This design comes from an exercise in tuning for small area and a short achievable clock period on the open sky130 flow, not from production work. Power and IR drop assume default switching activity.

==> 09-16 <==
// Microprocessor
module Microprocessor(ins, A, B, current_address, ans_ex, mux_ans_dm, ans_wb, data_out, data_in, interrupt, clk, reset,
                      pm_data, dm_en, dm_we, dm_wdata, dm_rdata);
export LEC_CHECK = 0
export CAP_MARGIN = 20
export CORE_MARGIN = 2
export CORE_UTILIZATION = 40
export SETUP_SLACK_MARGIN = 4.0
export SLEW_MARGIN = 20
create_clock -name core_clock -period 11.0 [get_ports {clk}]
run.sh (not shown) runs the stock make flow with config.mk's settings and CLKGATE_MAP_FILE= SYNTH_SCRIPT=/design/flow/synth_recipe.tcl, a recipe that flattens the netlist after the stock synthesis.
==> inputs of 04-11, as changes to 09-16 <==
--- a/flow/design.v
+++ b/flow/design.v
@@ -67,59 +67,61 @@
 wire [7:0] B_bank = rf[rb_raw];
 assign mux_ans_dm = mem_mux_sel_dm ? dm_rdata : ans_reg;
 assign A = (selA == 2'b00) ? A_bank : (selA == 2'b01) ? ans_ex_r : (selA == 2'b10) ? mux_ans_dm : ans_wb_r;
 wire [7:0] tB = (selB == 2'b00) ? B_bank : (selB == 2'b01) ? ans_ex_r : (selB == 2'b10) ? mux_ans_dm : ans_wb_r;
 assign B = imm_sel ? {3'b000, Imm} : tB;
-wire       op4 = op_dec[4];
-wire [2:0] s   = B[2:0];
-wire [8:0] sum = {1'b0, A} + {1'b0, B};
-wire [7:0] dif = A - B;
-wire [7:0] shl = A << s;
-wire [7:0] shr = A >> s;
-wire [7:0] sar = $signed(A) >>> s;
-reg [7:0] ans_temp;
-always @(*) begin
-	case (op_dec)
-		5'b00000, 5'b01000: ans_temp = sum[7:0];
-		5'b00001, 5'b01001: ans_temp = dif;
-		5'b00010, 5'b01010: ans_temp = B;
-		5'b00100, 5'b01100: ans_temp = A & B;
-		5'b00101, 5'b01101: ans_temp = A | B;
-		5'b00110, 5'b01110: ans_temp = A ^ B;
-		5'b00111, 5'b01111: ans_temp = ~B;
-		5'b10100, 5'b10101: ans_temp = A;
-		5'b10110:           ans_temp = data_in;
-		5'b11001:           ans_temp = shl;
-		5'b11010:           ans_temp = shr;
-		5'b11011:           ans_temp = sar;
-		5'b10000, 5'b10001, 5'b10111, 5'b11000,
-		5'b11100, 5'b11101, 5'b11110, 5'b11111: ans_temp = ans_ex_r;
-		default:            ans_temp = 8'b0;
-	endcase
-end
+wire       lo     = ~op_dec[4];
+wire [2:0] f      = op_dec[2:0];
+wire       e_add  = lo & (f == 3'b000);
+wire       e_sub  = lo & (f == 3'b001);
+wire       e_mov  = lo & (f == 3'b010);
+wire       e_and  = lo & (f == 3'b100);
+wire       e_or   = lo & (f == 3'b101);
+wire       e_xor  = lo & (f == 3'b110);
+wire       e_not  = lo & (f == 3'b111);
+wire       e_pasa = (op_dec[4:1] == 4'b1010);             
+wire       e_in   = (op_dec == 5'b10110);
+wire       e_shl  = (op_dec == 5'b11001);
+wire       e_shr  = (op_dec == 5'b11010);
+wire       e_sar  = (op_dec == 5'b11011);
+wire       e_sh   = e_shl | e_shr | e_sar;
+wire       e_keep = (op_dec == 5'b10000) | (op_dec == 5'b10001) | (op_dec == 5'b10111) |
+                    (op_dec == 5'b11000) | (op_dec[4:2] == 3'b111);    
+wire       e_fkeep = e_pasa | (op_dec == 5'b10111) | (op_dec == 5'b11000) | (op_dec[4:2] == 3'b111);   
+wire [3:0] lut = ({4{e_mov}}  & 4'b1010) | ({4{e_and}} & 4'b1000) | ({4{e_or}} & 4'b1110) |
+                 ({4{e_xor}}  & 4'b0110) | ({4{e_not}} & 4'b0101) | ({4{e_pasa}} & 4'b1100);
+wire [7:0] lres;
+genvar gi;
+generate
+	for (gi = 0; gi < 8; gi = gi + 1) begin : lu
+		assign lres[gi] = lut[{A[gi], B[gi]}];
+	end
+endgenerate
+wire [8:0] sum    = {1'b0, A} + {1'b0, B ^ {8{f[0]}}} + {8'b0, f[0]};
+wire [2:0] s = B[2:0];
+wire [7:0] Ar = {A[0], A[1], A[2], A[3], A[4], A[5], A[6], A[7]};
+wire [7:0] shin = e_shl ? Ar : A;
+wire       fill = e_sar & A[7];
+wire [15:0] shw = {{8{fill}}, shin} >> s;
+wire [7:0] sho = shw[7:0];
+wire [7:0] shres = e_shl ? {sho[0], sho[1], sho[2], sho[3], sho[4], sho[5], sho[6], sho[7]} : sho;
+wire [7:0] ans_temp = lres | ({8{e_add | e_sub}} & sum[7:0]) | ({8{e_in}} & data_in) |
+                      ({8{e_sh}} & shres) | ({8{e_keep}} & ans_ex_r);
 wire [7:0] axb = A ^ B;
 wire [7:0] aob = A | B;
 wire z_add = ~axb[0] & (axb[7:1] == aob[6:0]);
 wire z_eq  = (axb == 8'b0);
-reg z_f, c_f;
-always @(*) begin
-	case (op_dec)
-		5'b00000, 5'b01000: begin z_f = z_add;             c_f = sum[8]; end
-		5'b00001, 5'b01001: begin z_f = z_eq;              c_f = (A >= B) & (B != 8'b0); end
-		5'b00010, 5'b01010: begin z_f = (B == 8'b0);       c_f = 1'b0; end
-		5'b00100, 5'b01100: begin z_f = ((A & B) == 8'b0); c_f = 1'b0; end
-		5'b00101, 5'b01101: begin z_f = (aob == 8'b0);     c_f = 1'b0; end
-		5'b00110, 5'b01110: begin z_f = z_eq;              c_f = 1'b0; end
-		5'b00111, 5'b01111: begin z_f = (B == 8'hff);      c_f = 1'b0; end
-		5'b10110:           begin z_f = (data_in == 8'b0); c_f = 1'b0; end
-		5'b11001:           begin z_f = (shl == 8'b0);     c_f = 1'b0; end
-		5'b11010, 5'b11011: begin z_f = (shr == 8'b0);     c_f = 1'b0; end
-		5'b10100, 5'b10101, 5'b10111, 5'b11000,
-		5'b11100, 5'b11101, 5'b11110, 5'b11111: begin z_f = flag_ex_clk[1]; c_f = flag_ex_clk[0]; end
-		default:            begin z_f = 1'b0;              c_f = 1'b0; end
-	endcase
-end
+wire [7:0] mlo = 8'hff >> s;
+wire [7:0] mhi = 8'hff << s;
+wire z_shl = ((A & mlo) == 8'b0);
+wire z_shr = ((A & mhi) == 8'b0);
+wire c_sub = (A >= B) & (B != 8'b0);
+wire z_f = (e_add & z_add) | ((e_sub | e_xor) & z_eq) | (e_mov & (B == 8'b0)) |
+           (e_and & ((A & B) == 8'b0)) | (e_or & (aob == 8'b0)) | (e_not & (B == 8'hff)) |
+           (e_in & (data_in == 8'b0)) | (e_shl & z_shl) | ((e_shr | e_sar) & z_shr) |
+           (e_fkeep & flag_ex_clk[1]);
+wire c_f = (e_add & sum[8]) | (e_sub & c_sub) | (e_fkeep & flag_ex_clk[0]);
 wire [1:0] flag_ex = {z_f, c_f};
 wire cond_taken = (ins[19:17] == 3'b111) & ((ins[16] ? z_f : c_f) ^ ins[15]);
 wire [7:0] seq_adr = stall ? address_hold : address_hold + 8'd1;
 wire [7:0] ca_nt = rst_d ? (taken_static ? jmp_loc : seq_adr) : 8'b0;
 wire [7:0] ca_t  = rst_d ? jmp_loc : 8'b0;
==> flow/flow/run.sh (new file) <==
#!/bin/bash
# Own layout flow: the standard layout (standard.sh), with one change to
# synthesis: Yosys's full/half-adder extraction (extract_fa + ADDER_MAP_FILE)
# is skipped, so ABC maps the adders and comparators as plain logic and can
# build fast carry paths instead of ripple chains of fa/ha cells. Everything
# else (registers, flattening, renaming, floorplan to finish) is unchanged.
set -euo pipefail
W=$PWD
# synthesis script = synth_recipe.tcl with ADDER_MAP_FILE cleared before ORFS's synth.tcl runs
awk 'NR==1 {print; print "set ::env(ADDER_MAP_FILE) \"\""; next} {print}' synth_recipe.tcl > own_synth.tcl
sed "s#SYNTH_SCRIPT=[^ ]*#SYNTH_SCRIPT=$W/own_synth.tcl#" standard.sh > own_standard.sh
bash own_standard.sh finish > flow_make.log 2>&1
==> flow/standard.sh (new file) <==
#!/bin/bash
# synth_recipe.tcl (not shown) runs the flow's synth.tcl, then flattens the netlist and writes it again
# the make line also repeats each setting of config.mk as NAME=value (left out here)
make -C /OpenROAD-flow-scripts/flow DESIGN_CONFIG=/design/flow/config.mk WORK_HOME=/design/flow/orfs CLKGATE_MAP_FILE= SYNTH_SCRIPT=/design/flow/synth_recipe.tcl "${@:-finish}"
removed: flow/run.sh
==> notes <==
Clock skew: 09-16 is higher than 04-11 (0.0059 ns). Between 09-16 and 04-11, the lower register-to-register slack is in 09-16 (gap 1.0 ns). Against 04-11, the sequential share of layout area of 09-16 is lower by 0.068 points. Total power: 09-16 is smaller than 04-11 (about 4.5%). Between 09-16 and 04-11, the lower worst setup slack is in 09-16 (gap 0.64 ns). Against 09-16, the wire length of 04-11 is smaller by 1.4%. Of 09-16 and 04-11, 04-11 has the higher non-clock buffer count (gap 10).
==> figures <==
quantity                                                                       09-16                    04-11
Outcome                                                      complete, no violations  complete, no violations
Core area                                                                52,240 um^2              51,510 um^2
Fill cell total of the finished layout                                         4,755                    4,745
Relative area of non-clock buffer cells in the final design                  0.09400                  0.09945
Placer congestion estimate                                                     1.060                    1.024
Slew at the pin closest to its max-slew limit                               1.236 ns                 1.313 ns
Minimum hold slack                                                         0.4189 ns                0.4117 ns
Cell area after synthesis                                                21,020 um^2              20,910 um^2
Ratio of final minimum period to clock period                                 0.8254                   0.7672
First-pass DRT Iterations                                                          6                        7
Non-Clock Buffer Count                                                           272                      282
DP Worst Slack                                                             0.6452 ns                 1.418 ns
Slowest cell on the critical path                                            dfxtp_2                 a221oi_4
Compound-gate portion of the synthesized area                                 0.1875                   0.1818
Met3 track utilization from global routing                                    0.1088                   0.1026
No run of this note included a check of the RTL's function; only the layout flow was run.

==> static timing again, ports no longer ideal <==
How much do the figures lean on ideal ports? The routed layouts below were timed once more, with nothing changed but the port constraints. Step 1 (the two cells are an assumption about what drives the block):
set clk [get_ports {clk}]
set_driving_cell -lib_cell sky130_fd_sc_hd__clkbuf_16 $clk
set_driving_cell -lib_cell sky130_fd_sc_hd__buf_2 [delete_from_list [all_inputs] $clk]
Step 2 also shifts input and output timing later by t, the mid clock arrival at the registers, as if the neighbouring blocks saw the same clock. Slacks: ideal ports / drivers / drivers and shift; pairs: ideal ports / drivers.
run	shift t [ns]	slack for setup (ns)	latest minus earliest clock arrival (ns)	worst slew at a driven data input, ns	pins driven straight from the clock port
09-16	0.648	1.920 / 1.862 / 1.922	0.029 / 0.030	0.06	1
04-11	0.639	2.560 / 2.514 / 2.514	0.032 / 0.033	0.06	1
After both steps every run listed still meets setup and hold. The setup slack of 04-11, which loses most, moves by -0.046 ns with the drivers and by -0.046 ns with both steps.
